What follows belongs to an exercise in optimizing a design on an open flow for small area; a production flow would make more cautious choices. Function was checked by simulation only, so behaviour that the tests miss may differ from the original. Power and IR drop assume default switching activity.

**flow/design.v**
```verilog
module Median_Finder_9inputs_8bits(
    output wire [7:0] median_pixel,
    output wire       out_valid,
    input  wire [7:0] pixel0, pixel1, pixel2,
    input  wire [7:0] pixel3, pixel4, pixel5,
    input  wire [7:0] pixel6, pixel7, pixel8,
    input  wire       in_valid,
    input  wire       rst,
    input  wire       clk
);
    reg [3:0] valid_q;
    always @(posedge clk) begin
        if (rst) valid_q <= 4'b0;
        else     valid_q <= {valid_q[2:0], in_valid};
    end
    assign out_valid = valid_q[3];
    wire [7:0] x0_0 = pixel0, x0_1 = pixel1, x0_2 = pixel2;
    wire [7:0] x0_3 = pixel3, x0_4 = pixel4, x0_5 = pixel5;
    wire [7:0] x0_6 = pixel6, x0_7 = pixel7, x0_8 = pixel8;
    wire [7:0] m;    
    wire e7_0 = x0_0[7];
    wire e7_1 = x0_1[7];
    wire e7_2 = x0_2[7];
    wire e7_3 = x0_3[7];
    wire e7_4 = x0_4[7];
    wire e7_5 = x0_5[7];
    wire e7_6 = x0_6[7];
    wire e7_7 = x0_7[7];
    wire e7_8 = x0_8[7];
    assign m[7] = maj9({e7_8, e7_7, e7_6, e7_5, e7_4, e7_3, e7_2, e7_1, e7_0});
    wire g7_0 = 1'b0, l7_0 = 1'b0;
    wire g7_1 = 1'b0, l7_1 = 1'b0;
    wire g7_2 = 1'b0, l7_2 = 1'b0;
    wire g7_3 = 1'b0, l7_3 = 1'b0;
    wire g7_4 = 1'b0, l7_4 = 1'b0;
    wire g7_5 = 1'b0, l7_5 = 1'b0;
    wire g7_6 = 1'b0, l7_6 = 1'b0;
    wire g7_7 = 1'b0, l7_7 = 1'b0;
    wire g7_8 = 1'b0, l7_8 = 1'b0;
    wire P6_0 = g7_0 | (x0_0[6] & e7_0);
    wire Q6_0 = e7_0 | (x0_0[6] & ~l7_0);
    wire e6_0 = m[7] ? P6_0 : Q6_0;
    wire P6_1 = g7_1 | (x0_1[6] & e7_1);
    wire Q6_1 = e7_1 | (x0_1[6] & ~l7_1);
    wire e6_1 = m[7] ? P6_1 : Q6_1;
    wire P6_2 = g7_2 | (x0_2[6] & e7_2);
    wire Q6_2 = e7_2 | (x0_2[6] & ~l7_2);
    wire e6_2 = m[7] ? P6_2 : Q6_2;
    wire P6_3 = g7_3 | (x0_3[6] & e7_3);
    wire Q6_3 = e7_3 | (x0_3[6] & ~l7_3);
    wire e6_3 = m[7] ? P6_3 : Q6_3;
    wire P6_4 = g7_4 | (x0_4[6] & e7_4);
    wire Q6_4 = e7_4 | (x0_4[6] & ~l7_4);
    wire e6_4 = m[7] ? P6_4 : Q6_4;
    wire P6_5 = g7_5 | (x0_5[6] & e7_5);
    wire Q6_5 = e7_5 | (x0_5[6] & ~l7_5);
    wire e6_5 = m[7] ? P6_5 : Q6_5;
    wire P6_6 = g7_6 | (x0_6[6] & e7_6);
    wire Q6_6 = e7_6 | (x0_6[6] & ~l7_6);
    wire e6_6 = m[7] ? P6_6 : Q6_6;
    wire P6_7 = g7_7 | (x0_7[6] & e7_7);
    wire Q6_7 = e7_7 | (x0_7[6] & ~l7_7);
    wire e6_7 = m[7] ? P6_7 : Q6_7;
    wire P6_8 = g7_8 | (x0_8[6] & e7_8);
    wire Q6_8 = e7_8 | (x0_8[6] & ~l7_8);
    wire e6_8 = m[7] ? P6_8 : Q6_8;
    wire majP6 = maj9({P6_8, P6_7, P6_6, P6_5, P6_4, P6_3, P6_2, P6_1, P6_0});
    wire majQ6 = maj9({Q6_8, Q6_7, Q6_6, Q6_5, Q6_4, Q6_3, Q6_2, Q6_1, Q6_0});
    assign m[6] = m[7] ? majP6 : majQ6;
    wire g6_0 = m[7] ? g7_0 : e7_0;
    wire l6_0 = m[7] ? (l7_0 | ~e7_0) : l7_0;
    wire g6_1 = m[7] ? g7_1 : e7_1;
    wire l6_1 = m[7] ? (l7_1 | ~e7_1) : l7_1;
    wire g6_2 = m[7] ? g7_2 : e7_2;
    wire l6_2 = m[7] ? (l7_2 | ~e7_2) : l7_2;
    wire g6_3 = m[7] ? g7_3 : e7_3;
    wire l6_3 = m[7] ? (l7_3 | ~e7_3) : l7_3;
    wire g6_4 = m[7] ? g7_4 : e7_4;
    wire l6_4 = m[7] ? (l7_4 | ~e7_4) : l7_4;
    wire g6_5 = m[7] ? g7_5 : e7_5;
    wire l6_5 = m[7] ? (l7_5 | ~e7_5) : l7_5;
    wire g6_6 = m[7] ? g7_6 : e7_6;
    wire l6_6 = m[7] ? (l7_6 | ~e7_6) : l7_6;
    wire g6_7 = m[7] ? g7_7 : e7_7;
    wire l6_7 = m[7] ? (l7_7 | ~e7_7) : l7_7;
    wire g6_8 = m[7] ? g7_8 : e7_8;
    wire l6_8 = m[7] ? (l7_8 | ~e7_8) : l7_8;
    wire gf0_0 = g6_0 | (e6_0 & ~m[6]);
    wire lf0_0 = l6_0 | (~e6_0 & m[6]);
    wire gf0_1 = g6_1 | (e6_1 & ~m[6]);
    wire lf0_1 = l6_1 | (~e6_1 & m[6]);
    wire gf0_2 = g6_2 | (e6_2 & ~m[6]);
    wire lf0_2 = l6_2 | (~e6_2 & m[6]);
    wire gf0_3 = g6_3 | (e6_3 & ~m[6]);
    wire lf0_3 = l6_3 | (~e6_3 & m[6]);
    wire gf0_4 = g6_4 | (e6_4 & ~m[6]);
    wire lf0_4 = l6_4 | (~e6_4 & m[6]);
    wire gf0_5 = g6_5 | (e6_5 & ~m[6]);
    wire lf0_5 = l6_5 | (~e6_5 & m[6]);
    wire gf0_6 = g6_6 | (e6_6 & ~m[6]);
    wire lf0_6 = l6_6 | (~e6_6 & m[6]);
    wire gf0_7 = g6_7 | (e6_7 & ~m[6]);
    wire lf0_7 = l6_7 | (~e6_7 & m[6]);
    wire gf0_8 = g6_8 | (e6_8 & ~m[6]);
    wire lf0_8 = l6_8 | (~e6_8 & m[6]);
    reg [5:0] xr1_0, xr1_1, xr1_2, xr1_3, xr1_4, xr1_5, xr1_6, xr1_7, xr1_8;
    wire [5:0] x1_0 = ~xr1_0;
    wire [5:0] x1_1 = ~xr1_1;
    wire [5:0] x1_2 = ~xr1_2;
    wire [5:0] x1_3 = ~xr1_3;
    wire [5:0] x1_4 = ~xr1_4;
    wire [5:0] x1_5 = ~xr1_5;
    wire [5:0] x1_6 = ~xr1_6;
    wire [5:0] x1_7 = ~xr1_7;
    wire [5:0] x1_8 = ~xr1_8;
    reg [7:6] mr0;
    always @(posedge clk) begin
        xr1_0 <= ~(({6{gf0_0}} | x0_0[5:0]) & ~{6{lf0_0}});
        xr1_1 <= ~(({6{gf0_1}} | x0_1[5:0]) & ~{6{lf0_1}});
        xr1_2 <= ~(({6{gf0_2}} | x0_2[5:0]) & ~{6{lf0_2}});
        xr1_3 <= ~(({6{gf0_3}} | x0_3[5:0]) & ~{6{lf0_3}});
        xr1_4 <= ~(({6{gf0_4}} | x0_4[5:0]) & ~{6{lf0_4}});
        xr1_5 <= ~(({6{gf0_5}} | x0_5[5:0]) & ~{6{lf0_5}});
        xr1_6 <= ~(({6{gf0_6}} | x0_6[5:0]) & ~{6{lf0_6}});
        xr1_7 <= ~(({6{gf0_7}} | x0_7[5:0]) & ~{6{lf0_7}});
        xr1_8 <= ~(({6{gf0_8}} | x0_8[5:0]) & ~{6{lf0_8}});
        mr0 <= m[7:6];
    end
    wire e5_0 = x1_0[5];
    wire e5_1 = x1_1[5];
    wire e5_2 = x1_2[5];
    wire e5_3 = x1_3[5];
    wire e5_4 = x1_4[5];
    wire e5_5 = x1_5[5];
    wire e5_6 = x1_6[5];
    wire e5_7 = x1_7[5];
    wire e5_8 = x1_8[5];
    assign m[5] = maj9({e5_8, e5_7, e5_6, e5_5, e5_4, e5_3, e5_2, e5_1, e5_0});
    wire g5_0 = 1'b0, l5_0 = 1'b0;
    wire g5_1 = 1'b0, l5_1 = 1'b0;
    wire g5_2 = 1'b0, l5_2 = 1'b0;
    wire g5_3 = 1'b0, l5_3 = 1'b0;
    wire g5_4 = 1'b0, l5_4 = 1'b0;
    wire g5_5 = 1'b0, l5_5 = 1'b0;
    wire g5_6 = 1'b0, l5_6 = 1'b0;
    wire g5_7 = 1'b0, l5_7 = 1'b0;
    wire g5_8 = 1'b0, l5_8 = 1'b0;
    wire P4_0 = g5_0 | (x1_0[4] & e5_0);
    wire Q4_0 = e5_0 | (x1_0[4] & ~l5_0);
    wire e4_0 = m[5] ? P4_0 : Q4_0;
    wire P4_1 = g5_1 | (x1_1[4] & e5_1);
    wire Q4_1 = e5_1 | (x1_1[4] & ~l5_1);
    wire e4_1 = m[5] ? P4_1 : Q4_1;
    wire P4_2 = g5_2 | (x1_2[4] & e5_2);
    wire Q4_2 = e5_2 | (x1_2[4] & ~l5_2);
    wire e4_2 = m[5] ? P4_2 : Q4_2;
    wire P4_3 = g5_3 | (x1_3[4] & e5_3);
    wire Q4_3 = e5_3 | (x1_3[4] & ~l5_3);
    wire e4_3 = m[5] ? P4_3 : Q4_3;
    wire P4_4 = g5_4 | (x1_4[4] & e5_4);
    wire Q4_4 = e5_4 | (x1_4[4] & ~l5_4);
    wire e4_4 = m[5] ? P4_4 : Q4_4;
    wire P4_5 = g5_5 | (x1_5[4] & e5_5);
    wire Q4_5 = e5_5 | (x1_5[4] & ~l5_5);
    wire e4_5 = m[5] ? P4_5 : Q4_5;
    wire P4_6 = g5_6 | (x1_6[4] & e5_6);
    wire Q4_6 = e5_6 | (x1_6[4] & ~l5_6);
    wire e4_6 = m[5] ? P4_6 : Q4_6;
    wire P4_7 = g5_7 | (x1_7[4] & e5_7);
    wire Q4_7 = e5_7 | (x1_7[4] & ~l5_7);
    wire e4_7 = m[5] ? P4_7 : Q4_7;
    wire P4_8 = g5_8 | (x1_8[4] & e5_8);
    wire Q4_8 = e5_8 | (x1_8[4] & ~l5_8);
    wire e4_8 = m[5] ? P4_8 : Q4_8;
    wire majP4 = maj9({P4_8, P4_7, P4_6, P4_5, P4_4, P4_3, P4_2, P4_1, P4_0});
    wire majQ4 = maj9({Q4_8, Q4_7, Q4_6, Q4_5, Q4_4, Q4_3, Q4_2, Q4_1, Q4_0});
    assign m[4] = m[5] ? majP4 : majQ4;
    wire g4_0 = m[5] ? g5_0 : e5_0;
    wire l4_0 = m[5] ? (l5_0 | ~e5_0) : l5_0;
    wire g4_1 = m[5] ? g5_1 : e5_1;
    wire l4_1 = m[5] ? (l5_1 | ~e5_1) : l5_1;
    wire g4_2 = m[5] ? g5_2 : e5_2;
    wire l4_2 = m[5] ? (l5_2 | ~e5_2) : l5_2;
    wire g4_3 = m[5] ? g5_3 : e5_3;
    wire l4_3 = m[5] ? (l5_3 | ~e5_3) : l5_3;
    wire g4_4 = m[5] ? g5_4 : e5_4;
    wire l4_4 = m[5] ? (l5_4 | ~e5_4) : l5_4;
    wire g4_5 = m[5] ? g5_5 : e5_5;
    wire l4_5 = m[5] ? (l5_5 | ~e5_5) : l5_5;
    wire g4_6 = m[5] ? g5_6 : e5_6;
    wire l4_6 = m[5] ? (l5_6 | ~e5_6) : l5_6;
    wire g4_7 = m[5] ? g5_7 : e5_7;
    wire l4_7 = m[5] ? (l5_7 | ~e5_7) : l5_7;
    wire g4_8 = m[5] ? g5_8 : e5_8;
    wire l4_8 = m[5] ? (l5_8 | ~e5_8) : l5_8;
    wire gf1_0 = g4_0 | (e4_0 & ~m[4]);
    wire lf1_0 = l4_0 | (~e4_0 & m[4]);
    wire gf1_1 = g4_1 | (e4_1 & ~m[4]);
    wire lf1_1 = l4_1 | (~e4_1 & m[4]);
    wire gf1_2 = g4_2 | (e4_2 & ~m[4]);
    wire lf1_2 = l4_2 | (~e4_2 & m[4]);
    wire gf1_3 = g4_3 | (e4_3 & ~m[4]);
    wire lf1_3 = l4_3 | (~e4_3 & m[4]);
    wire gf1_4 = g4_4 | (e4_4 & ~m[4]);
    wire lf1_4 = l4_4 | (~e4_4 & m[4]);
    wire gf1_5 = g4_5 | (e4_5 & ~m[4]);
    wire lf1_5 = l4_5 | (~e4_5 & m[4]);
    wire gf1_6 = g4_6 | (e4_6 & ~m[4]);
    wire lf1_6 = l4_6 | (~e4_6 & m[4]);
    wire gf1_7 = g4_7 | (e4_7 & ~m[4]);
    wire lf1_7 = l4_7 | (~e4_7 & m[4]);
    wire gf1_8 = g4_8 | (e4_8 & ~m[4]);
    wire lf1_8 = l4_8 | (~e4_8 & m[4]);
    reg [3:0] xr2_0, xr2_1, xr2_2, xr2_3, xr2_4, xr2_5, xr2_6, xr2_7, xr2_8;
    wire [3:0] x2_0 = xr2_0;
    wire [3:0] x2_1 = xr2_1;
    wire [3:0] x2_2 = xr2_2;
    wire [3:0] x2_3 = xr2_3;
    wire [3:0] x2_4 = xr2_4;
    wire [3:0] x2_5 = xr2_5;
    wire [3:0] x2_6 = xr2_6;
    wire [3:0] x2_7 = xr2_7;
    wire [3:0] x2_8 = xr2_8;
    reg [7:4] mr1;
    always @(posedge clk) begin
        xr2_0 <= (({4{gf1_0}} | x1_0[3:0]) & ~{4{lf1_0}});
        xr2_1 <= (({4{gf1_1}} | x1_1[3:0]) & ~{4{lf1_1}});
        xr2_2 <= (({4{gf1_2}} | x1_2[3:0]) & ~{4{lf1_2}});
        xr2_3 <= (({4{gf1_3}} | x1_3[3:0]) & ~{4{lf1_3}});
        xr2_4 <= (({4{gf1_4}} | x1_4[3:0]) & ~{4{lf1_4}});
        xr2_5 <= (({4{gf1_5}} | x1_5[3:0]) & ~{4{lf1_5}});
        xr2_6 <= (({4{gf1_6}} | x1_6[3:0]) & ~{4{lf1_6}});
        xr2_7 <= (({4{gf1_7}} | x1_7[3:0]) & ~{4{lf1_7}});
        xr2_8 <= (({4{gf1_8}} | x1_8[3:0]) & ~{4{lf1_8}});
        mr1 <= {mr0, m[5:4]};
    end
    wire e3_0 = x2_0[3];
    wire e3_1 = x2_1[3];
    wire e3_2 = x2_2[3];
    wire e3_3 = x2_3[3];
    wire e3_4 = x2_4[3];
    wire e3_5 = x2_5[3];
    wire e3_6 = x2_6[3];
    wire e3_7 = x2_7[3];
    wire e3_8 = x2_8[3];
    assign m[3] = maj9({e3_8, e3_7, e3_6, e3_5, e3_4, e3_3, e3_2, e3_1, e3_0});
    wire g3_0 = 1'b0, l3_0 = 1'b0;
    wire g3_1 = 1'b0, l3_1 = 1'b0;
    wire g3_2 = 1'b0, l3_2 = 1'b0;
    wire g3_3 = 1'b0, l3_3 = 1'b0;
    wire g3_4 = 1'b0, l3_4 = 1'b0;
    wire g3_5 = 1'b0, l3_5 = 1'b0;
    wire g3_6 = 1'b0, l3_6 = 1'b0;
    wire g3_7 = 1'b0, l3_7 = 1'b0;
    wire g3_8 = 1'b0, l3_8 = 1'b0;
    wire P2_0 = g3_0 | (x2_0[2] & e3_0);
    wire Q2_0 = e3_0 | (x2_0[2] & ~l3_0);
    wire e2_0 = m[3] ? P2_0 : Q2_0;
    wire P2_1 = g3_1 | (x2_1[2] & e3_1);
    wire Q2_1 = e3_1 | (x2_1[2] & ~l3_1);
    wire e2_1 = m[3] ? P2_1 : Q2_1;
    wire P2_2 = g3_2 | (x2_2[2] & e3_2);
    wire Q2_2 = e3_2 | (x2_2[2] & ~l3_2);
    wire e2_2 = m[3] ? P2_2 : Q2_2;
    wire P2_3 = g3_3 | (x2_3[2] & e3_3);
    wire Q2_3 = e3_3 | (x2_3[2] & ~l3_3);
    wire e2_3 = m[3] ? P2_3 : Q2_3;
    wire P2_4 = g3_4 | (x2_4[2] & e3_4);
    wire Q2_4 = e3_4 | (x2_4[2] & ~l3_4);
    wire e2_4 = m[3] ? P2_4 : Q2_4;
    wire P2_5 = g3_5 | (x2_5[2] & e3_5);
    wire Q2_5 = e3_5 | (x2_5[2] & ~l3_5);
    wire e2_5 = m[3] ? P2_5 : Q2_5;
    wire P2_6 = g3_6 | (x2_6[2] & e3_6);
    wire Q2_6 = e3_6 | (x2_6[2] & ~l3_6);
    wire e2_6 = m[3] ? P2_6 : Q2_6;
    wire P2_7 = g3_7 | (x2_7[2] & e3_7);
    wire Q2_7 = e3_7 | (x2_7[2] & ~l3_7);
    wire e2_7 = m[3] ? P2_7 : Q2_7;
    wire P2_8 = g3_8 | (x2_8[2] & e3_8);
    wire Q2_8 = e3_8 | (x2_8[2] & ~l3_8);
    wire e2_8 = m[3] ? P2_8 : Q2_8;
    wire majP2 = maj9({P2_8, P2_7, P2_6, P2_5, P2_4, P2_3, P2_2, P2_1, P2_0});
    wire majQ2 = maj9({Q2_8, Q2_7, Q2_6, Q2_5, Q2_4, Q2_3, Q2_2, Q2_1, Q2_0});
    assign m[2] = m[3] ? majP2 : majQ2;
    wire g2_0 = m[3] ? g3_0 : e3_0;
    wire l2_0 = m[3] ? (l3_0 | ~e3_0) : l3_0;
    wire g2_1 = m[3] ? g3_1 : e3_1;
    wire l2_1 = m[3] ? (l3_1 | ~e3_1) : l3_1;
    wire g2_2 = m[3] ? g3_2 : e3_2;
    wire l2_2 = m[3] ? (l3_2 | ~e3_2) : l3_2;
    wire g2_3 = m[3] ? g3_3 : e3_3;
    wire l2_3 = m[3] ? (l3_3 | ~e3_3) : l3_3;
    wire g2_4 = m[3] ? g3_4 : e3_4;
    wire l2_4 = m[3] ? (l3_4 | ~e3_4) : l3_4;
    wire g2_5 = m[3] ? g3_5 : e3_5;
    wire l2_5 = m[3] ? (l3_5 | ~e3_5) : l3_5;
    wire g2_6 = m[3] ? g3_6 : e3_6;
    wire l2_6 = m[3] ? (l3_6 | ~e3_6) : l3_6;
    wire g2_7 = m[3] ? g3_7 : e3_7;
    wire l2_7 = m[3] ? (l3_7 | ~e3_7) : l3_7;
    wire g2_8 = m[3] ? g3_8 : e3_8;
    wire l2_8 = m[3] ? (l3_8 | ~e3_8) : l3_8;
    wire gf2_0 = g2_0 | (e2_0 & ~m[2]);
    wire lf2_0 = l2_0 | (~e2_0 & m[2]);
    wire gf2_1 = g2_1 | (e2_1 & ~m[2]);
    wire lf2_1 = l2_1 | (~e2_1 & m[2]);
    wire gf2_2 = g2_2 | (e2_2 & ~m[2]);
    wire lf2_2 = l2_2 | (~e2_2 & m[2]);
    wire gf2_3 = g2_3 | (e2_3 & ~m[2]);
    wire lf2_3 = l2_3 | (~e2_3 & m[2]);
    wire gf2_4 = g2_4 | (e2_4 & ~m[2]);
    wire lf2_4 = l2_4 | (~e2_4 & m[2]);
    wire gf2_5 = g2_5 | (e2_5 & ~m[2]);
    wire lf2_5 = l2_5 | (~e2_5 & m[2]);
    wire gf2_6 = g2_6 | (e2_6 & ~m[2]);
    wire lf2_6 = l2_6 | (~e2_6 & m[2]);
    wire gf2_7 = g2_7 | (e2_7 & ~m[2]);
    wire lf2_7 = l2_7 | (~e2_7 & m[2]);
    wire gf2_8 = g2_8 | (e2_8 & ~m[2]);
    wire lf2_8 = l2_8 | (~e2_8 & m[2]);
    reg [1:0] xr3_0, xr3_1, xr3_2, xr3_3, xr3_4, xr3_5, xr3_6, xr3_7, xr3_8;
    wire [1:0] x3_0 = ~xr3_0;
    wire [1:0] x3_1 = ~xr3_1;
    wire [1:0] x3_2 = ~xr3_2;
    wire [1:0] x3_3 = ~xr3_3;
    wire [1:0] x3_4 = ~xr3_4;
    wire [1:0] x3_5 = ~xr3_5;
    wire [1:0] x3_6 = ~xr3_6;
    wire [1:0] x3_7 = ~xr3_7;
    wire [1:0] x3_8 = ~xr3_8;
    reg [7:2] mr2;
    always @(posedge clk) begin
        xr3_0 <= ~(({2{gf2_0}} | x2_0[1:0]) & ~{2{lf2_0}});
        xr3_1 <= ~(({2{gf2_1}} | x2_1[1:0]) & ~{2{lf2_1}});
        xr3_2 <= ~(({2{gf2_2}} | x2_2[1:0]) & ~{2{lf2_2}});
        xr3_3 <= ~(({2{gf2_3}} | x2_3[1:0]) & ~{2{lf2_3}});
        xr3_4 <= ~(({2{gf2_4}} | x2_4[1:0]) & ~{2{lf2_4}});
        xr3_5 <= ~(({2{gf2_5}} | x2_5[1:0]) & ~{2{lf2_5}});
        xr3_6 <= ~(({2{gf2_6}} | x2_6[1:0]) & ~{2{lf2_6}});
        xr3_7 <= ~(({2{gf2_7}} | x2_7[1:0]) & ~{2{lf2_7}});
        xr3_8 <= ~(({2{gf2_8}} | x2_8[1:0]) & ~{2{lf2_8}});
        mr2 <= {mr1, m[3:2]};
    end
    wire e1_0 = x3_0[1];
    wire e1_1 = x3_1[1];
    wire e1_2 = x3_2[1];
    wire e1_3 = x3_3[1];
    wire e1_4 = x3_4[1];
    wire e1_5 = x3_5[1];
    wire e1_6 = x3_6[1];
    wire e1_7 = x3_7[1];
    wire e1_8 = x3_8[1];
    assign m[1] = maj9({e1_8, e1_7, e1_6, e1_5, e1_4, e1_3, e1_2, e1_1, e1_0});
    wire g1_0 = 1'b0, l1_0 = 1'b0;
    wire g1_1 = 1'b0, l1_1 = 1'b0;
    wire g1_2 = 1'b0, l1_2 = 1'b0;
    wire g1_3 = 1'b0, l1_3 = 1'b0;
    wire g1_4 = 1'b0, l1_4 = 1'b0;
    wire g1_5 = 1'b0, l1_5 = 1'b0;
    wire g1_6 = 1'b0, l1_6 = 1'b0;
    wire g1_7 = 1'b0, l1_7 = 1'b0;
    wire g1_8 = 1'b0, l1_8 = 1'b0;
    wire P0_0 = g1_0 | (x3_0[0] & e1_0);
    wire Q0_0 = e1_0 | (x3_0[0] & ~l1_0);
    wire e0_0 = m[1] ? P0_0 : Q0_0;
    wire P0_1 = g1_1 | (x3_1[0] & e1_1);
    wire Q0_1 = e1_1 | (x3_1[0] & ~l1_1);
    wire e0_1 = m[1] ? P0_1 : Q0_1;
    wire P0_2 = g1_2 | (x3_2[0] & e1_2);
    wire Q0_2 = e1_2 | (x3_2[0] & ~l1_2);
    wire e0_2 = m[1] ? P0_2 : Q0_2;
    wire P0_3 = g1_3 | (x3_3[0] & e1_3);
    wire Q0_3 = e1_3 | (x3_3[0] & ~l1_3);
    wire e0_3 = m[1] ? P0_3 : Q0_3;
    wire P0_4 = g1_4 | (x3_4[0] & e1_4);
    wire Q0_4 = e1_4 | (x3_4[0] & ~l1_4);
    wire e0_4 = m[1] ? P0_4 : Q0_4;
    wire P0_5 = g1_5 | (x3_5[0] & e1_5);
    wire Q0_5 = e1_5 | (x3_5[0] & ~l1_5);
    wire e0_5 = m[1] ? P0_5 : Q0_5;
    wire P0_6 = g1_6 | (x3_6[0] & e1_6);
    wire Q0_6 = e1_6 | (x3_6[0] & ~l1_6);
    wire e0_6 = m[1] ? P0_6 : Q0_6;
    wire P0_7 = g1_7 | (x3_7[0] & e1_7);
    wire Q0_7 = e1_7 | (x3_7[0] & ~l1_7);
    wire e0_7 = m[1] ? P0_7 : Q0_7;
    wire P0_8 = g1_8 | (x3_8[0] & e1_8);
    wire Q0_8 = e1_8 | (x3_8[0] & ~l1_8);
    wire e0_8 = m[1] ? P0_8 : Q0_8;
    wire majP0 = maj9({P0_8, P0_7, P0_6, P0_5, P0_4, P0_3, P0_2, P0_1, P0_0});
    wire majQ0 = maj9({Q0_8, Q0_7, Q0_6, Q0_5, Q0_4, Q0_3, Q0_2, Q0_1, Q0_0});
    assign m[0] = m[1] ? majP0 : majQ0;
    wire g0_0 = m[1] ? g1_0 : e1_0;
    wire l0_0 = m[1] ? (l1_0 | ~e1_0) : l1_0;
    wire g0_1 = m[1] ? g1_1 : e1_1;
    wire l0_1 = m[1] ? (l1_1 | ~e1_1) : l1_1;
    wire g0_2 = m[1] ? g1_2 : e1_2;
    wire l0_2 = m[1] ? (l1_2 | ~e1_2) : l1_2;
    wire g0_3 = m[1] ? g1_3 : e1_3;
    wire l0_3 = m[1] ? (l1_3 | ~e1_3) : l1_3;
    wire g0_4 = m[1] ? g1_4 : e1_4;
    wire l0_4 = m[1] ? (l1_4 | ~e1_4) : l1_4;
    wire g0_5 = m[1] ? g1_5 : e1_5;
    wire l0_5 = m[1] ? (l1_5 | ~e1_5) : l1_5;
    wire g0_6 = m[1] ? g1_6 : e1_6;
    wire l0_6 = m[1] ? (l1_6 | ~e1_6) : l1_6;
    wire g0_7 = m[1] ? g1_7 : e1_7;
    wire l0_7 = m[1] ? (l1_7 | ~e1_7) : l1_7;
    wire g0_8 = m[1] ? g1_8 : e1_8;
    wire l0_8 = m[1] ? (l1_8 | ~e1_8) : l1_8;
    wire gf3_0 = g0_0 | (e0_0 & ~m[0]);
    wire lf3_0 = l0_0 | (~e0_0 & m[0]);
    wire gf3_1 = g0_1 | (e0_1 & ~m[0]);
    wire lf3_1 = l0_1 | (~e0_1 & m[0]);
    wire gf3_2 = g0_2 | (e0_2 & ~m[0]);
    wire lf3_2 = l0_2 | (~e0_2 & m[0]);
    wire gf3_3 = g0_3 | (e0_3 & ~m[0]);
    wire lf3_3 = l0_3 | (~e0_3 & m[0]);
    wire gf3_4 = g0_4 | (e0_4 & ~m[0]);
    wire lf3_4 = l0_4 | (~e0_4 & m[0]);
    wire gf3_5 = g0_5 | (e0_5 & ~m[0]);
    wire lf3_5 = l0_5 | (~e0_5 & m[0]);
    wire gf3_6 = g0_6 | (e0_6 & ~m[0]);
    wire lf3_6 = l0_6 | (~e0_6 & m[0]);
    wire gf3_7 = g0_7 | (e0_7 & ~m[0]);
    wire lf3_7 = l0_7 | (~e0_7 & m[0]);
    wire gf3_8 = g0_8 | (e0_8 & ~m[0]);
    wire lf3_8 = l0_8 | (~e0_8 & m[0]);
    reg [7:0] mr3;
    always @(posedge clk) begin
        mr3 <= {mr2, m[1:0]};
    end
    assign median_pixel = mr3;
    function maj9(input [8:0] v);
        begin
            maj9 = maj3((&v[2:0]) | (&v[5:3]) | (&v[8:6]),
                        (|v[2:0]) & (|v[5:3]) & (|v[8:6]),
                        maj3(maj3(v[0], v[1], v[2]), maj3(v[3], v[4], v[5]),
                             maj3(v[6], v[7], v[8])));
        end
    endfunction
    function maj3(input a, input b, input c);
        maj3 = (a & b) | (b & c) | (a & c);
    endfunction
endmodule
```
**flow/flow/run.sh**
```bash
#!/bin/bash
# Own layout flow: the standard flow, with two changes:
#  - synthesis maps the logic with the ABC script in flow/abc.script (an
#    area-oriented mapping) instead of ORFS's; the rest of the standard
#    synthesis (synth_recipe.tcl) is unchanged, so registers keep their names;
#  - port buffers are plain buffers (flow/ports.txt names the cell) instead
#    of the default delay cell.
# Each tool's output goes to a log file in the folder this runs in.
set -euo pipefail
W=$PWD
F=$W/flow
sed 's|log_cmd abc {\*}\$abc_args|log_cmd abc {*}[lreplace $abc_args 1 1 '"$F"'/abc.script]|' \
    "$FLOW_HOME/scripts/synth.tcl" > "$W/own_synth_core.tcl"
grep -q "$F/abc.script" "$W/own_synth_core.tcl"
sed "s|source \$::env(SCRIPTS_DIR)/synth.tcl|source $W/own_synth_core.tcl|" \
    "$W/synth_recipe.tcl" > "$W/own_synth.tcl"
grep -q "own_synth_core.tcl" "$W/own_synth.tcl"
bash "$W/standard.sh" "SYNTH_SCRIPT=$W/own_synth.tcl" synth > "$W/own_synth.log" 2>&1
EXTRA=()
while read -r line; do
    [[ -z "$line" || "$line" == \#* ]] || EXTRA+=("$line")
done < "$F/make_vars.txt"
bash "$W/standard.sh" "${EXTRA[@]}" finish > "$W/own_layout.log" 2>&1
```
**flow/flow/abc.script**
```
strash
dch
map -D 2000
topo
stime -c
buffer -c
upsize -D 2000 -c
dnsize -D 2000 -c
```
**flow/flow/make_vars.txt**
```
# extra make variables for the layout, one per line
BUFFER_PORTS_ARGS=-buffer_cell sky130_fd_sc_hd__buf_1
CTS_ARGS=-sink_clustering_enable -repair_clock_nets -buf_list sky130_fd_sc_hd__clkbuf_8 -dont_use_dummy_load -sink_clustering_size 20
```
**flow/standard.sh**
```bash
#!/bin/bash
# synth_recipe.tcl (not shown) runs the flow's synth.tcl, then flattens the netlist and writes it again
# the make line also repeats each setting of config.mk as NAME=value (left out here)
make -C /OpenROAD-flow-scripts/flow DESIGN_CONFIG=/design/flow/config.mk WORK_HOME=/design/flow/orfs CLKGATE_MAP_FILE= SYNTH_SCRIPT=/design/flow/synth_recipe.tcl "${@:-finish}"
```
**flow/config.mk**
```make
export PLATFORM = sky130hd
export DESIGN_NAME = Median_Finder_9inputs_8bits
export DESIGN_NICKNAME = Median_Finder_9inputs_8bits
export VERILOG_FILES = /design/flow/design.v
export SDC_FILE = /design/flow/constraint.sdc
export NUM_CORES = 4
export LEC_CHECK = 0
export ABC_AREA = 1
export CAP_MARGIN = 20
export CORE_MARGIN = 2
export CORE_UTILIZATION = 40
export CTS_BUF_LIST = sky130_fd_sc_hd__clkbuf_8
export GPL_TIMING_DRIVEN = 0
export SLEW_MARGIN = 20
```
**flow/constraint.sdc**
```tcl
create_clock -name core_clock -period 2.5 [get_ports {clk}]
set_input_delay 0.5000 -clock core_clock [delete_from_list [all_inputs] [get_ports {clk}]]
set_output_delay 0.5000 -clock core_clock [all_outputs]
set_load 0.01 [all_outputs]
```
==> run summary, run 1 <==
Crit. path cell count -> 10
Slowest cell on crit path -> maj3_1
# H-tree levels -> 4
Avg WL per Cell -> 14.6 µm
Leakage Power -> 0.00276 µW
die area -> 14800 µm²
worst hold path class -> in -> reg
FF+latch area -> 2640 µm²
biggest cell delay along the critical path -> 0.38 ns
Post-Syn Instances -> 735
Clock Latency Late Sink -> 0.43 ns
top cells by area, synth -> dfxtp_1 48%, o21ai_0 10%, nor2_1 8.5%
RSZ-0062 raised after global routing -> true
Crit Path Category -> in -> reg
total CTS buffers -> 17
Antenna Violating Nets Remaining -> 0
PnR Total Power -> 9720 µW
most numerous cell on the critical path -> clkbuf_2
net count after synthesis -> 810
Port Buffers -> 83
most instantiated cells after synthesis -> 132 x dfxtp_1, 125 x nor2_1, 112 x o21ai_0
vias post-DR -> 5418
WHS Path Cells -> 2
setup TNS -> 0 ns
clk sink count -> 132
vias in the first global route -> 5292
io pins -> 84
CTS Buffer Depth -> 2
critical path capture point type -> flip-flop
Starting Density -> 41.3%
initial antenna violation count -> 0
post-DP HPWL -> 11700 µm
RePlAce Congestion -> 0.928
clock root cell -> clkbuf_8
Die Ht -> 122 µm
Tmin final -> 2.39 ns
largest net degree at the start of global routing -> 17
Final #Nets -> 918
status -> complete, no violations
Die W -> 122 µm
CP Data Arrival Time -> 2.68 ns
area of the multi-input gates -> 2660 µm²
critical path, cell by cell -> buf_1 > nor2_1 > a21oi_1 > maj3_1 > nand2_1 > nand3_2 > clkbuf_2 > clkbuf_2 > a22oi_2 > o21ai_0
max reg flops -> 8
main flop type after synthesis -> dfxtp_1
1st-iter DRT viols -> 384
delay-heaviest family, CP -> buffers and inverters
Synth top area share -> 47.7%
CTS tree -> built
final global-route overflow total -> 0
Filler Cell Count -> 1340
# setup viols final -> 0
Biggest register -> mr3
first-pass GRT wire length -> 24100 µm
clk_skew -> 0.0316 ns
top-count cell post-synth -> dfxtp_1
Worst slew margin -> 62.2%
Async S/R FF share, synth -> 0%
Yosys top cell by area -> dfxtp_1
synthesis-to-finish area growth -> 18.9%
GRT Total Usage -> 20.9%
endpoints failing hold -> 0
post-synthesis sequential area ratio -> 47.7%
DR vias/cell -> 5.33
core footprint -> 13400 µm²
diode count -> 0
worst path required time -> 2.79 ns
Syn Std Cell Area -> 5540 µm²
CP max FO -> 10
FF+latch count, synth -> 132
Post-synth EDFFs -> 0
maxcap violations -> 0
crit share post-route -> 95.5%
row count -> 42
max frequency -> 419 MHz
count of different cell masters after synthesis -> 27
cts hold-fix bufs -> 0
share of layout cells above drive strength 1 -> 8.44%
final wirelength -> 14800 µm
iteration count of the initial detailed-routing pass -> 8
VDD IR max -> 0.540 mV
YS warnings -> 1
fin. max-slew vios -> 0
Critical path buffers and inverters -> 3
clk slew on worst S/H paths -> 0.08 ns
syn_area_per_cell -> 7.54 µm²
Reg2Reg Depth -> 11
drc violations -> 0
Pwr Density -> 1480 nW/µm²
CP Launch Type -> primary input
slew of the pin with the lowest slew margin -> 0.562 ns
Core Util, Final -> 49.1%
[area by class of cell]
class,count,area share [%]
Multi-Input combinational cell,486,40.5
Sequential cell,132,40.1
Inverter,108,6.19
Timing Repair Buffer,89,5.42
Clock buffer,17,3.55
Tap cell,176,3.34
Buffer,9,0.893
[repair_timing]
| item | 4_1_cts | 5_1_grt |
|---|---|---|
| setup buffers | 0 | 6 |
| pin swaps | 1 | 5 |
| resized for setup | 19 | 53 |
| setup endpoints to repair | 92 | 108 |
[layer usage]
metal	wire length, µm	GRT usage, %	vias to the layer above
li1	-	-	2711
met1	6290	23.6	2508
met2	7490	37.7	164
met3	615	3.93	35
met4	409	10.2	0
met5	0	0	-
[power by group]
group	leakage (µW)	switching, µW	internal, µW
sequential	0.00111	441	2980
combinational	0.00153	3200	1850
clock	0.000122	659	596
total	0.00276	4300	5430
[through the flow]
stage               instance area (µm²)  worst slack, ns  hold slack (ns)  std cells
finish                             6590            0.113            0.245       1017
global route                       6590          -0.0137            0.246       1017
CTS                                6400          -0.0108            0.230       1011
detailed placement                 6070           -0.655            0.312        994
global placement                   6070           -0.635            0.310        994
floorplan                          5540            0.261            0.310        735
[placed cells by master (no fill, tap or decap), drive strengths merged]
cell type	Yosys	final
maj3	12	12
nor3	6	6
a22o	1	1
o221a	1	1
nor4	3	3
o21a	1	1
o311ai	1	1
o22ai	31	31
buf	3	91
nand3	11	11
a21oi	70	70
nand4	1	1
and2	2	2
dfxtp	132	132
nor2	125	125
a221oi	10	10
nand2	63	63
o21ai	113	113
a31oi	1	1
o21bai	2	2
o211ai	1	1
a22oi	26	26
inv	107	108
clkbuf	6	24
o221ai	5	5
[worst paths after layout]
| check | from | endpoint | slack (ns) |
|---|---|---|---|
| min reg2reg | mr1[5] | mr2[5] | 0.32 |
| max | pixel1[7] | xr1_3[1] | 0.11 |
| min | pixel3[5] | xr1_3[5] | 0.25 |
| max reg2reg | xr2_1[3] | xr3_5[1] | 0.15 |
[logic make-up after synthesis]
kind of cell | share of synthesized area (%)
fa+ha+maj | 2.17
flops | 47.7
simple gates | 15.0
buf+inv | 8.00
compound gates | 27.2
==> inputs of run 2 (changes only) <==
==> flow/flow/make_vars.txt (replaced) <==
# extra make variables for the layout, one per line
BUFFER_PORTS_ARGS=-buffer_cell sky130_fd_sc_hd__buf_1
CTS_ARGS=-sink_clustering_enable -repair_clock_nets -buf_list sky130_fd_sc_hd__clkbuf_4 -dont_use_dummy_load -sink_buffer_max_cap_derate 0.7
==> run 2 against run 1 <==
Cell area is 2.2% lower. Die area unchanged. First-iteration DRC count fell by 8.9%. Hold slack worse by 0.082 ns. Sequential share of layout area is 0.98 points higher. Clock power fell by 27%. Via count down 1.1%. Synthesized area unchanged. Critical path type unchanged. Critical endpoint unchanged.
==> run summary, run 2 <==
CP Data Arrival Time -> 2.75 ns
Clock Latency Late Sink -> 0.51 ns
Critical path buffers and inverters -> 4
cts hold-fix bufs -> 0
fin. max-slew vios -> 0
Final #Nets -> 915
commonest cells after routing, fill and taps aside -> 127 x dfxtp_1, 122 x nor2_1, 108 x o21ai_0
die area -> 14800 µm²
Async S/R FF share, synth -> 0%
worst hold path class -> in -> reg
final wirelength -> 14700 µm
post-synthesis sequential area ratio -> 47.7%
Comb power frac -> 53.2%
Tmin final -> 2.33 ns
Filler Cell Count -> 1365
net switching power -> 4200 µW
Worst slew margin -> 60.3%
Port Buffers -> 83
Syn Std Cell Area -> 5540 µm²
initial antenna violation count -> 1
reg2reg setup slack -> 0.20 ns
RePlAce Congestion -> 0.928
Crit. path cell count -> 12
final global-route overflow total -> 0
Pwr Density -> 1440 nW/µm²
Antenna Violating Nets Remaining -> 0
share of layout cells above drive strength 1 -> 8.47%
reg-to-reg critical path startpoint -> xr1_6[5]
slew of the pin with the lowest slew margin -> 0.589 ns
R2R Path End -> xr2_8[1]
Post-Syn Instances -> 735
# H-tree levels -> 4
CP Launch Type -> primary input
core footprint -> 13400 µm²
count of different cell masters after synthesis -> 27
endpoints failing hold -> 0
CP Launch Point -> pixel3[7]
Yosys top cell by area -> dfxtp_1
Placed Cells incl. Taps -> 994
Synth top area share -> 47.7%
vias post-DR -> 5361
Die Ht -> 122 µm
setup TNS -> 0 ns
Switching Fraction -> 45.3%
Reg2Reg Depth -> 12
total CTS buffers -> 17
worst path required time -> 2.92 ns
CP max FO -> 10
FF+latch count, synth -> 132
VDD IR max -> 0.487 mV
syn_area_per_cell -> 7.54 µm²
1st-iter DRT viols -> 350
clk_skew -> 0.0480 ns
GRT Total Usage -> 20.6%
top layer in use -> met4
post-DP HPWL -> 11700 µm
critical path capture point type -> flip-flop
status -> complete, no violations
CTS Buffer Depth -> 2
commonest non-fill, non-tap cell in the layout -> dfxtp_1
part of the power in registers -> 36.9%
clock root cell -> clkbuf_4
max frequency -> 429 MHz
Post-synth EDFFs -> 0
first-pass GRT wire length -> 23800 µm
vias in the first global route -> 5272
Leakage Power -> 0.00270 µW
end of the critical path -> xr1_3[1]
critical path, cell by cell -> buf_1 > inv_1 > nor2_1 > inv_1 > nor2_1 > a21oi_1 > maj3_1 > maj3_1 > nand2_1 > buf_2 > o22ai_1 > o21ai_0
Biggest register -> mr3
source of the worst hold timing path -> pixel3[5]
WL met2 -> 7360 µm
synthesis-to-finish area growth -> 16.3%
final non-filler cell total -> 1015
biggest cell delay along the critical path -> 0.36 ns
Die W -> 122 µm
max reg flops -> 8
maxcap violations -> 0
Routed met3 length -> 573 µm
YS warnings -> 1
delay-heaviest family, CP -> adder cells
Int Pwr -> 5080 µW
top cells by area, synth -> dfxtp_1 48%, o21ai_0 10%, nor2_1 8.5%
crit share post-route -> 93.3%
io pins -> 84
DR vias/cell -> 5.28
row count -> 42
# setup viols final -> 0
Slowest cell on crit path -> maj3_1
largest net degree at the start of global routing -> 17
clk sink count -> 132
top-count cell post-synth -> dfxtp_1
net count after synthesis -> 810
share of power burned in the clock network -> 9.8%
Crit Path Category -> in -> reg
iteration count of the initial detailed-routing pass -> 5
main flop type after synthesis -> dfxtp_1
drc violations -> 0
CTS tree -> built
Starting Density -> 41.3%
Avg WL per Cell -> 14.5 µm
clk slew on worst S/H paths -> 0.12 ns
most instantiated cells after synthesis -> 132 x dfxtp_1, 125 x nor2_1, 112 x o21ai_0
M1 WL -> 6310 µm
-- run 2: cell counts after synthesis --
Identical to the previous run, type by type.
-- run 2: cell families after synthesis --
logic type,synth area share [%]
compound gates,27.2
fa+ha+maj,2.17
buf+inv,8.00
flops,47.7
simple gates,15.0
-- run 2: through the flow --
step | hold slack, ns | power (µW) | setup WS, ns | util, % | cell area [µm²]
finish | 0.164 | 9280 | 0.167 | 48.1 | 6440
CTS | 0.131 | 8920 | -0.0169 | 46.9 | 6290
global route | 0.131 | 10100 | -0.00777 | 48.1 | 6440
floorplan | 0.310 | 6580 | 0.261 | - | 5540
global placement | 0.310 | 7690 | -0.635 | 45.3 | 6070
detailed placement | 0.312 | 7830 | -0.655 | 45.3 | 6070
-- run 2: worst min-delay path by stage --
stage	end	slack [ns]	cells past startpoint
final	xr1_3[5]	0.16	2
after CTS	xr1_3[5]	0.13	2
after global routing	xr1_6[4]	0.13	2
after global placement	mr3[3]	0.31	0
after floorplan	mr1[6]	0.31	0
after detailed placement	mr2[7]	0.31	0
-- run 2: power groups by stage --
stage / Combinational, µW / Clock [µW] / Sequential [µW]
after floorplan: 3250 / 0 / 3330
after global placement: 4230 / 0 / 3460
after detailed placement: 4370 / 0 / 3460
after CTS: 4560 / 947 / 3410
after global routing: 5570 / 1040 / 3520
final: 4940 / 913 / 3430
-- run 2: per-layer routing --
layer  vias to the layer above  global-route usage (%)
li1                       2715                       -
met1                      2458                    23.5
met2                       152                    37.2
met3                        36                    4.12
met4                         0                    8.91
met5                         -                       0
-- run 2: layout make-up --
cell class / instances / area [µm²] / share of cell area [%]
timing repair buffer: 86 / 334 / 5.19
clock buffer: 17 / 128 / 1.98
multi-input combinational: 486 / 2650 / 41.1
inverter: 108 / 408 / 6.33
antenna: 1 / 2.50 / 0.0389
sequential: 132 / 2650 / 41.1
tap: 176 / 220 / 3.42
buffer: 9 / 52.6 / 0.816
-- run 2: what timing repair did --
action | CTS | global route
pin swaps | 0 | 4
endpoints found under the setup margin | 62 | 108
gates resized for setup | 17 | 48
setup buffers | 0 | 3
-- run 2: worst register-to-register path, cell delays in order, from the launching register on --
cell	delay, ns
dfxtp_2	0.37
nand2_1	0.08
inv_1	0.05
nor2_1	0.12
o21bai_1	0.08
maj3_1	0.37
a221oi_1	0.24
o21ai_0	0.10
nand2_1	0.12
inv_4	0.09
buf_4	0.20
a22oi_2	0.23
a21oi_1	0.10
==> inputs of run 3 (changes only) <==
==> flow/flow/make_vars.txt (replaced) <==
# extra make variables for the layout, one per line
BUFFER_PORTS_ARGS=-buffer_cell sky130_fd_sc_hd__buf_1
CTS_ARGS=-sink_clustering_enable -repair_clock_nets -root_buf sky130_fd_sc_hd__clkbuf_8 -buf_list sky130_fd_sc_hd__clkbuf_4 -dont_use_dummy_load
==> run 3 against run 2 <==
Clock skew about the same. Critical path depth decreased by 2. Hold slack gained 0.099 ns. Power increased by 0.90%. Highest routed layer unchanged.
==> run summary, run 3 <==
Slowest cell on crit path -> maj3_1
post-DP HPWL -> 11700 µm
Filler Cell Count -> 1353
CTS Buffer Depth -> 2
synthesis-to-finish area growth -> 16.9%
1st-iter DRT viols -> 395
clk sink count -> 132
FF+latch area -> 2650 µm²
final global-route overflow total -> 0
endpoints failing hold -> 0
Switching Fraction -> 45.1%
Crit Path Category -> in -> reg
critical path capture point type -> flip-flop
net switching power -> 4230 µW
Synth top area share -> 47.7%
setup TNS -> 0 ns
commonest cells after routing, fill and taps aside -> 128 x dfxtp_1, 123 x nor2_1, 107 x inv_1
top-count cell post-synth -> dfxtp_1
cts hold-fix bufs -> 0
final wirelength -> 14700 µm
VDD IR max -> 0.491 mV
Yosys top cell by area -> dfxtp_1
Core Util, Final -> 48.3%
biggest cell delay along the critical path -> 0.38 ns
vias post-DR -> 5385
share of power burned in the clock network -> 10.0%
die area -> 14800 µm²
top cells by area, synth -> dfxtp_1 48%, o21ai_0 10%, nor2_1 8.5%
worst path required time -> 2.76 ns
diode count -> 0
max reg flops -> 8
crit share post-route -> 97.2%
YS warnings -> 1
Tmin final -> 2.43 ns
Post-synth EDFFs -> 0
initial antenna violation count -> 0
drc violations -> 0
maxcap violations -> 0
Place WS -> -0.655 ns
Post-Syn Instances -> 735
first-pass GRT wire length -> 23800 µm
max frequency -> 412 MHz
largest net degree at the start of global routing -> 17
CTS tree -> built
row count -> 42
vias in the first global route -> 5276
# H-tree levels -> 4
RSZ-0062 raised after global routing -> true
clk slew on worst S/H paths -> 0.12 ns
Biggest register -> mr3
# setup viols final -> 0
Clock Latency Late Sink -> 0.41 ns
most numerous cell on the critical path -> clkbuf_2
Comb power frac -> 53.5%
total CTS buffers -> 17
Die Ht -> 122 µm
core footprint -> 13400 µm²
FF+latch count, synth -> 132
net count after synthesis -> 810
Starting Density -> 41.3%
Leakage Power -> 0.00272 µW
status -> complete, no violations
CP Launch Type -> primary input
cell area after layout -> 6470 µm²
PnR Total Power -> 9370 µW
DR vias/cell -> 5.31
Syn Std Cell Area -> 5540 µm²
part of the power in registers -> 36.5%
Avg WL per Cell -> 14.5 µm
io pins -> 84
share of layout cells above drive strength 1 -> 8.70%
CP Data Arrival Time -> 2.69 ns
RePlAce Congestion -> 0.928
most instantiated cells after synthesis -> 132 x dfxtp_1, 125 x nor2_1, 112 x o21ai_0
main flop type after synthesis -> dfxtp_1
area of the multi-input gates -> 2670 µm²
Setup WS post-layout -> 0.0707 ns
Final #Nets -> 916
clk_skew -> 0.0485 ns
CP max FO -> 10
iteration count of the initial detailed-routing pass -> 5
Cell Area, Placed -> 6070 µm²
Int Pwr -> 5140 µW
commonest non-fill, non-tap cell in the layout -> dfxtp_1
worst hold path class -> in -> reg
Die W -> 122 µm
Worst slew margin -> 66.5%
Async S/R FF share, synth -> 0%
fin. max-slew vios -> 0
Pwr Density -> 1450 nW/µm²
GRT Total Usage -> 20.6%
Antenna Violating Nets Remaining -> 0
slew of the pin with the lowest slew margin -> 0.497 ns
post-synthesis sequential area ratio -> 47.7%
syn_area_per_cell -> 7.54 µm²
clock root cell -> clkbuf_8
count of different cell masters after synthesis -> 27
critical path, cell by cell -> buf_1 > nor2_1 > a21oi_1 > maj3_1 > nand2_1 > nand3_2 > clkbuf_2 > clkbuf_2 > a22oi_2 > o21ai_0
Port Buffers -> 83
## run 3: cell counts after synthesis
Identical to the previous run, type by type.
## run 3: path summary, 6_finish.rpt
path | depth (start not counted) | endpoint | from | slack (ns)
worst max-delay path | 10 | xr1_3[1] | pixel1[7] | 0.07
worst min register to register | 0 | mr2[5] | mr1[5] | 0.32
worst max register to register | 11 | xr3_8[1] | xr2_1[3] | 0.15
worst min-delay path | 2 | xr1_3[5] | pixel3[5] | 0.26
## run 3: what timing repair did
action / CTS / global route
gates resized for setup: 17 / 57
endpoints found under the setup margin: 100 / 108
gates cloned: 0 / 0
setup buffers: 1 / 3
endpoints found under the hold margin: 0 / 0
pin swaps: 1 / 5
## run 3: metrics by stage
| step | hold slack (ns) | cells |
|---|---|---|
| after floorplan | 0.310 | 735 |
| after global placement | 0.310 | 994 |
| after detailed placement | 0.312 | 994 |
| after CTS | 0.247 | 1012 |
| after global routing | 0.249 | 1015 |
| final | 0.263 | 1015 |
## run 3: worst max-delay path: cells and delay by family
| kind | cells | cell delay, ns |
|---|---|---|
| adders and majority gates | 1 | 0.38 |
| buffers and inverters | 3 | 0.67 |
| and+or+nand+nor | 3 | 0.51 |
| AOI/OAI and AO/OA | 3 | 0.62 |
## run 3: power groups by stage
stage                     registers [µW]  logic [µW]  clock network [µW]
after floorplan                     3330        3250                   0
after global placement              3460        4230                   0
final                               3420        5010                 937
after global routing                3510        5650                1060
after detailed placement            3460        4370                   0
after CTS                           3410        4570                 971
## run 3: final cells by class
type | count | area share, %
multi-input combinational | 486 | 41.2
sequential | 132 | 40.9
inverter | 108 | 6.30
timing repair buffer | 87 | 5.28
tap | 176 | 3.40
clock buffer | 17 | 2.07
buffer | 9 | 0.851
## run 3: metal layers
layer / part of all wire (%) / GRT usage, % / vias up
met4: 2.9 / 8.91 / 0
li1: - / - / 2713
met2: 50 / 37.3 / 153
met1: 43 / 23.5 / 2483
met5: 0 / 0 / -
met3: 3.9 / 4.07 / 36
## run 3: cell families after synthesis
family	after synthesis	synth area share (%)
AND/OR/NAND/NOR	211	15.0
buffers and inverters	117	8.00
adder cells (fa/ha/maj)	12	2.17
AO/OA/AOI/OAI	263	27.2
flip-flops	132	47.7
==> inputs of run 4 (changes only) <==
==> flow/flow/make_vars.txt (replaced) <==
# extra make variables for the layout, one per line
BUFFER_PORTS_ARGS=-buffer_cell sky130_fd_sc_hd__buf_1
CTS_ARGS=-sink_clustering_enable -repair_clock_nets -buf_list {sky130_fd_sc_hd__clkbuf_4 sky130_fd_sc_hd__clkbuf_8} -dont_use_dummy_load -sink_clustering_size 10
==> run 4 against run 3 <==
Still clean. Global-route usage grew 0.31 points. Sequential power barely moved. Sequential share of layout area is 0.76 points lower. Synthesized area did not move.
==> run summary, run 4 <==
RePlAce Congestion -> 0.928
largest family of logic cells by synthesized area -> compound AO/OA/AOI/OAI gates
Port Buffers -> 83
endpoints failing hold -> 0
max frequency -> 419 MHz
status -> complete, no violations
main flop type after synthesis -> dfxtp_1
Place WS -> -0.655 ns
row count -> 42
CP Data Arrival Time -> 2.68 ns
Post-Synth Simple-Gate Area -> 15.0%
CTS tree -> built
Leakage Power -> 0.00276 µW
end of the critical path -> xr1_3[1]
Pwr Density -> 1480 nW/µm²
Syn Std Cell Area -> 5540 µm²
# H-tree levels -> 4
max reg flops -> 8
Post-Syn Instances -> 735
mux share of post-synthesis cell area -> 0%
Synth top area share -> 47.7%
reg2reg setup slack -> 0.15 ns
io pins -> 84
reg-to-reg critical path startpoint -> xr2_1[3]
most instantiated cells after synthesis -> 132 x dfxtp_1, 125 x nor2_1, 112 x o21ai_0
Avg WL per Cell -> 14.6 µm
Async S/R FF share, synth -> 0%
maxcap violations -> 0
Placed Cells incl. Taps -> 994
total CTS buffers -> 17
vias in the first global route -> 5292
first-pass GRT wire length -> 24100 µm
VDD IR max -> 0.540 mV
Synth Area in Compound Gates -> 27.2%
crit share post-route -> 95.5%
R2R Path End -> xr3_5[1]
CTS Buffer Depth -> 2
Biggest register -> mr3
final global-route overflow total -> 0
die area -> 14800 µm²
Tmin final -> 2.39 ns
synthesis-to-finish area growth -> 18.9%
clk_skew -> 0.0316 ns
core footprint -> 13400 µm²
Core Util, Final -> 49.1%
post-DP HPWL -> 11700 µm
share of layout cells above drive strength 1 -> 8.44%
worst hold path class -> in -> reg
post-synthesis adder-cell area fraction -> 2.17%
largest net degree at the start of global routing -> 17
clock root cell -> clkbuf_8
drc violations -> 0
count of different cell masters after synthesis -> 27
post-synthesis sequential area ratio -> 47.7%
RSZ-0062 raised after global routing -> true
Worst slew margin -> 62.2%
Final #Nets -> 918
DR vias/cell -> 5.33
critical path capture point type -> flip-flop
slew of the pin with the lowest slew margin -> 0.562 ns
Die Ht -> 122 µm
Min Hold Slack -> 0.245 ns
YS warnings -> 1
CP Launch Type -> primary input
1st-iter DRT viols -> 384
vias post-DR -> 5418
FF+latch count, synth -> 132
Yosys top cell by area -> dfxtp_1
fin. max-slew vios -> 0
clk sink count -> 132
commonest cells after routing, fill and taps aside -> 131 x dfxtp_1, 123 x nor2_1, 106 x inv_1
Starting Density -> 41.3%
top-count cell post-synth -> dfxtp_1
Crit Path Category -> in -> reg
# setup viols final -> 0
diode count -> 0
syn_area_per_cell -> 7.54 µm²
CP max FO -> 10
Die W -> 122 µm
Setup WS post-layout -> 0.113 ns
GRT Total Usage -> 20.9%
worst path required time -> 2.79 ns
net count after synthesis -> 810
iteration count of the initial detailed-routing pass -> 8
clk slew on worst S/H paths -> 0.08 ns
post-synthesis xor/xnor area fraction -> 0%
commonest non-fill, non-tap cell in the layout -> dfxtp_1
initial antenna violation count -> 0
CP Launch Point -> pixel1[7]
Reg2Reg Depth -> 11
source of the worst hold timing path -> pixel3[5]
Antenna Violating Nets Remaining -> 0
Clock Latency Late Sink -> 0.43 ns
final wirelength -> 14800 µm
top cells by area, synth -> dfxtp_1 48%, o21ai_0 10%, nor2_1 8.5%
Post-synth EDFFs -> 0
final non-filler cell total -> 1017
run 4: cell count changes in the layout (fill, tap and decap cells not counted), moves of 3 or more:
cell | before | now
clkbuf_4 | 18 | 2
clkbuf_8 | 1 | 17
dfxtp_1 | 128 | 131
dfxtp_2 | 4 | 1
run 4: cell families after synthesis:
group | after synthesis
compound gates | 263
fa+ha+maj | 12
buf+inv | 117
flops | 132
simple gates | 211
run 4: layout make-up:
type / instances / area, µm²
clock buffers: 17 / 234
multi-input cells: 486 / 2660
flip-flops and latches: 132 / 2640
repair buffers: 89 / 357
inverters: 108 / 408
well taps: 176 / 220
plain buffers: 9 / 58.8
fillers: 1340 / 6820
run 4: worst min-delay path by stage:
stage	end	slack [ns]	depth (start not counted)
after detailed placement	mr2[7]	0.31	0
after global placement	mr3[3]	0.31	0
final	xr1_3[5]	0.25	2
after CTS	xr1_3[5]	0.23	2
after floorplan	mr1[6]	0.31	0
after global routing	xr1_2[2]	0.25	2
run 4: what timing repair did:
action	4_1_cts	5_1_grt
pin swaps	1	5
setup buffers	0	6
resized for setup	19	53
endpoints found under the setup margin	92	108
hold buffers	0	0
run 4: routing by layer:
layer / wire length, µm / part of all wire (%) / track usage (%) / up-vias
li1: - / - / - / 2711
met1: 6290 / 43 / 23.6 / 2508
met2: 7490 / 51 / 37.7 / 164
met3: 615 / 4.2 / 3.93 / 35
met4: 409 / 2.8 / 10.2 / 0
met5: 0 / 0 / 0 / -
run 4: per-stage QoR:
stage / cell area (µm²) / TNS [ns] / power [µW]
6_report: 6590 / 0 / 9720
3_3_place_gp: 6070 / -28.02 / 7690
3_5_place_dp: 6070 / -33.21 / 7830
2_1_floorplan: 5540 / 0 / 6580
4_1_cts: 6400 / -0.0461 / 9270
5_1_grt: 6590 / -0.0492 / 10600
run 4: worst max-delay path: stages:
cell,delay (ns)
buf_1,0.11
nor2_1,0.25
a21oi_1,0.08
maj3_1,0.38
nand2_1,0.09
nand3_2,0.17
clkbuf_2,0.25
clkbuf_2,0.29
a22oi_2,0.38
o21ai_0,0.16
run 4: power by group:
part | switching (µW) | internal (µW) | total [µW]
Combinational | 3200 | 1850 | 5040
Sequential | 441 | 2980 | 3430
Clock | 659 | 596 | 1250
Total | 4300 | 5430 | 9720
==> inputs of run 5 (changes only) <==
==> flow/flow/make_vars.txt (replaced) <==
# extra make variables for the layout, one per line
BUFFER_PORTS_ARGS=-buffer_cell sky130_fd_sc_hd__buf_1
CTS_ARGS=-sink_clustering_enable -repair_clock_nets -buf_list sky130_fd_sc_hd__clkbuf_4 -dont_use_dummy_load -sink_clustering_size 8 -sink_clustering_max_diameter 40
==> run 5 against run 4 <==
Still clean. Utilization down 1.1 points. Combinational power fell by 2%. Clock power is 27% lower. Die area unchanged. Final cell count fell by 0.20%. Highest routed layer unchanged.
==> run summary, run 5 <==
CP Data Arrival Time -> 2.75 ns
# setup viols final -> 0
drc violations -> 0
initial antenna violation count -> 1
Avg WL per Cell -> 14.5 µm
final global-route overflow total -> 0
io pins -> 84
clock root cell -> clkbuf_4
VDD IR max -> 0.487 mV
Placed Cells incl. Taps -> 994
final non-filler cell total -> 1015
commonest cells after routing, fill and taps aside -> 127 x dfxtp_1, 122 x nor2_1, 108 x o21ai_0
Antenna Violating Nets Remaining -> 0
status -> complete, no violations
final wirelength -> 14700 µm
clk_skew -> 0.0480 ns
delay-heaviest family, CP -> adder cells
Port Buffers -> 83
cts hold-fix bufs -> 0
Setup WS post-layout -> 0.167 ns
Post-Syn Instances -> 735
top cells by area, synth -> dfxtp_1 48%, o21ai_0 10%, nor2_1 8.5%
syn_area_per_cell -> 7.54 µm²
max frequency -> 429 MHz
Biggest register -> mr3
net switching power -> 4200 µW
top-count cell post-synth -> dfxtp_1
post-synthesis sequential area ratio -> 47.7%
clk slew on worst S/H paths -> 0.12 ns
Critical path buffers and inverters -> 4
PnR Total Power -> 9280 µW
Tmin final -> 2.33 ns
GRT Total Usage -> 20.6%
Clock Latency Late Sink -> 0.51 ns
Place WS -> -0.655 ns
Int Pwr -> 5080 µW
# H-tree levels -> 4
met3 Usage GRT -> 4.12%
CTS Buffer Depth -> 2
CTS tree -> built
maxcap violations -> 0
Filler Cell Count -> 1365
1st-iter DRT viols -> 350
worst hold path class -> in -> reg
Worst slew margin -> 60.3%
DR vias/cell -> 5.28
slew of the pin with the lowest slew margin -> 0.589 ns
max reg flops -> 8
Final #Nets -> 915
part of the power in registers -> 36.9%
row count -> 42
total CTS buffers -> 17
first-pass GRT wire length -> 23800 µm
CP max FO -> 10
Async S/R FF share, synth -> 0%
Synth top area share -> 47.7%
Pwr Density -> 1440 nW/µm²
post-DP HPWL -> 11700 µm
cell area after layout -> 6440 µm²
Post-synth EDFFs -> 0
setup TNS -> 0 ns
worst path required time -> 2.92 ns
grt peak-use layer -> met2
Die W -> 122 µm
Starting Density -> 41.3%
commonest non-fill, non-tap cell in the layout -> dfxtp_1
YS warnings -> 1
share of layout cells above drive strength 1 -> 8.47%
Slowest cell on crit path -> maj3_1
most instantiated cells after synthesis -> 132 x dfxtp_1, 125 x nor2_1, 112 x o21ai_0
fin. max-slew vios -> 0
FF+latch area -> 2650 µm²
die area -> 14800 µm²
synthesis-to-finish area growth -> 16.3%
area of the multi-input gates -> 2650 µm²
Leakage Power -> 0.00270 µW
biggest cell delay along the critical path -> 0.36 ns
clk sink count -> 132
iteration count of the initial detailed-routing pass -> 5
share of power burned in the clock network -> 9.8%
Comb power frac -> 53.2%
main flop type after synthesis -> dfxtp_1
GR Util met2 -> 37.2%
met1 Use GR -> 23.5%
core footprint -> 13400 µm²
net count after synthesis -> 810
crit share post-route -> 93.3%
vias in the first global route -> 5272
Crit Path Category -> in -> reg
critical path capture point type -> flip-flop
Syn Std Cell Area -> 5540 µm²
RePlAce Congestion -> 0.928
vias post-DR -> 5361
count of different cell masters after synthesis -> 27
Die Ht -> 122 µm
FF+latch count, synth -> 132
Yosys top cell by area -> dfxtp_1
CP Launch Type -> primary input
critical path, cell by cell -> buf_1 > inv_1 > nor2_1 > inv_1 > nor2_1 > a21oi_1 > maj3_1 > maj3_1 > nand2_1 > buf_2 > o22ai_1 > o21ai_0
largest net degree at the start of global routing -> 17
endpoints failing hold -> 0
Switching Fraction -> 45.3%
Cell Area, Placed -> 6070 µm²
-- run 5: cell count changes in the layout (fill, tap and decap cells not counted), moves of 2 or more --
cell,delta
dfxtp_2,+4
o22ai_2,+2
clkbuf_8,-17
buf_4,-3
o21ai_1,-6
dfxtp_1,-4
buf_2,+2
o22ai_4,-2
o21ai_0,+6
clkbuf_4,+17
-- run 5: routing by layer --
metal / vias up / share of wire [%]
met4: 0 / 3.1
met1: 2458 / 43
li1: 2715 / -
met5: - / 0
met3: 36 / 3.9
met2: 152 / 50
-- run 5: cell families after synthesis --
kind of cell | after synthesis | share of synthesized area [%]
adders and majority gates | 12 | 2.17
DFF | 132 | 47.7
buffers and inverters | 117 | 8.00
AOI/OAI and AO/OA | 263 | 27.2
and+or+nand+nor | 211 | 15.0
-- run 5: worst reg2reg max path, stage by stage, from the launching register on --
cell      delay, ns
dfxtp_2        0.37
nand2_1        0.08
inv_1          0.05
nor2_1         0.12
o21bai_1       0.08
maj3_1         0.37
a221oi_1       0.24
o21ai_0        0.10
nand2_1        0.12
inv_4          0.09
buf_4          0.20
a22oi_2        0.23
a21oi_1        0.10
-- run 5: area by class of cell --
type | count | share of cell area, %
Buffer | 9 | 0.816
Timing Repair Buffer | 86 | 5.19
Tap cell | 176 | 3.42
Antenna cell | 1 | 0.0389
Clock buffer | 17 | 1.98
Multi-Input combinational cell | 486 | 41.1
Inverter | 108 | 6.33
Sequential cell | 132 | 41.1
-- run 5: path summary, 6_finish.rpt --
path                            startpoint       end  slack, ns  cells past startpoint
worst max-delay path             pixel3[7]  xr1_3[1]       0.17                     12
worst max register to register    xr1_6[5]  xr2_8[1]       0.20                     12
worst min-delay path             pixel3[5]  xr1_3[5]       0.16                      2
worst min register to register      mr1[5]    mr2[5]       0.32                      0
-- run 5: stage by stage --
stage               utilization (%)  hold WS (ns)
global route                   48.1         0.131
detailed placement             45.3         0.312
CTS                            46.9         0.131
floorplan                         -         0.310
finish                         48.1         0.164
global placement               45.3         0.310
-- run 5: power groups by stage --
stage          Combinational, µW  Clock [µW]  Sequential [µW]
2_1_floorplan               3250           0             3330
3_3_place_gp                4230           0             3460
3_5_place_dp                4370           0             3460
4_1_cts                     4560         947             3410
5_1_grt                     5570        1040             3520
6_report                    4940         913             3430
-- run 5: repair_timing --
action	CTS	global route
setup endpoints to repair	62	108
resized for setup	17	48
pin swaps	0	4
buffers inserted	0	3

==> afterwards: timing with drivers on the ports <==
The flow's constraints put no driver on any port. The routed layouts listed below were extracted and timed again, unchanged, in two steps. Step 1 sets driving cells, clkbuf_16 on the clock port and buf_2 on the other inputs (assumed; they add their load-dependent delay and slew). Step 2, shift: input delay + t, output delay - t, t = (earliest + latest rising clock arrival at the registers) / 2. This alone moves slack from input paths to output paths. Three values: ideal ports, drivers, drivers and shift; two values: the first two.
run	shift t [ns]	setup WS [ns]	slew at the worst register clock pin (ns)	worst data-port slew with drivers (ns)
run 1	0.457	0.113 / 0.125 / -0.332	0.08 / 0.08	0.04
run 2	0.521	0.167 / 0.178 / -0.343	0.12 / 0.12	0.03
run 3	0.420	0.071 / 0.082 / -0.339	0.12 / 0.12	0.04
run 4	0.457	0.113 / 0.125 / -0.332	0.08 / 0.08	0.04
run 5	0.521	0.167 / 0.178 / -0.343	0.12 / 0.12	0.03
With both steps, setup timing fails in every run listed, where it was met with ideal ports.
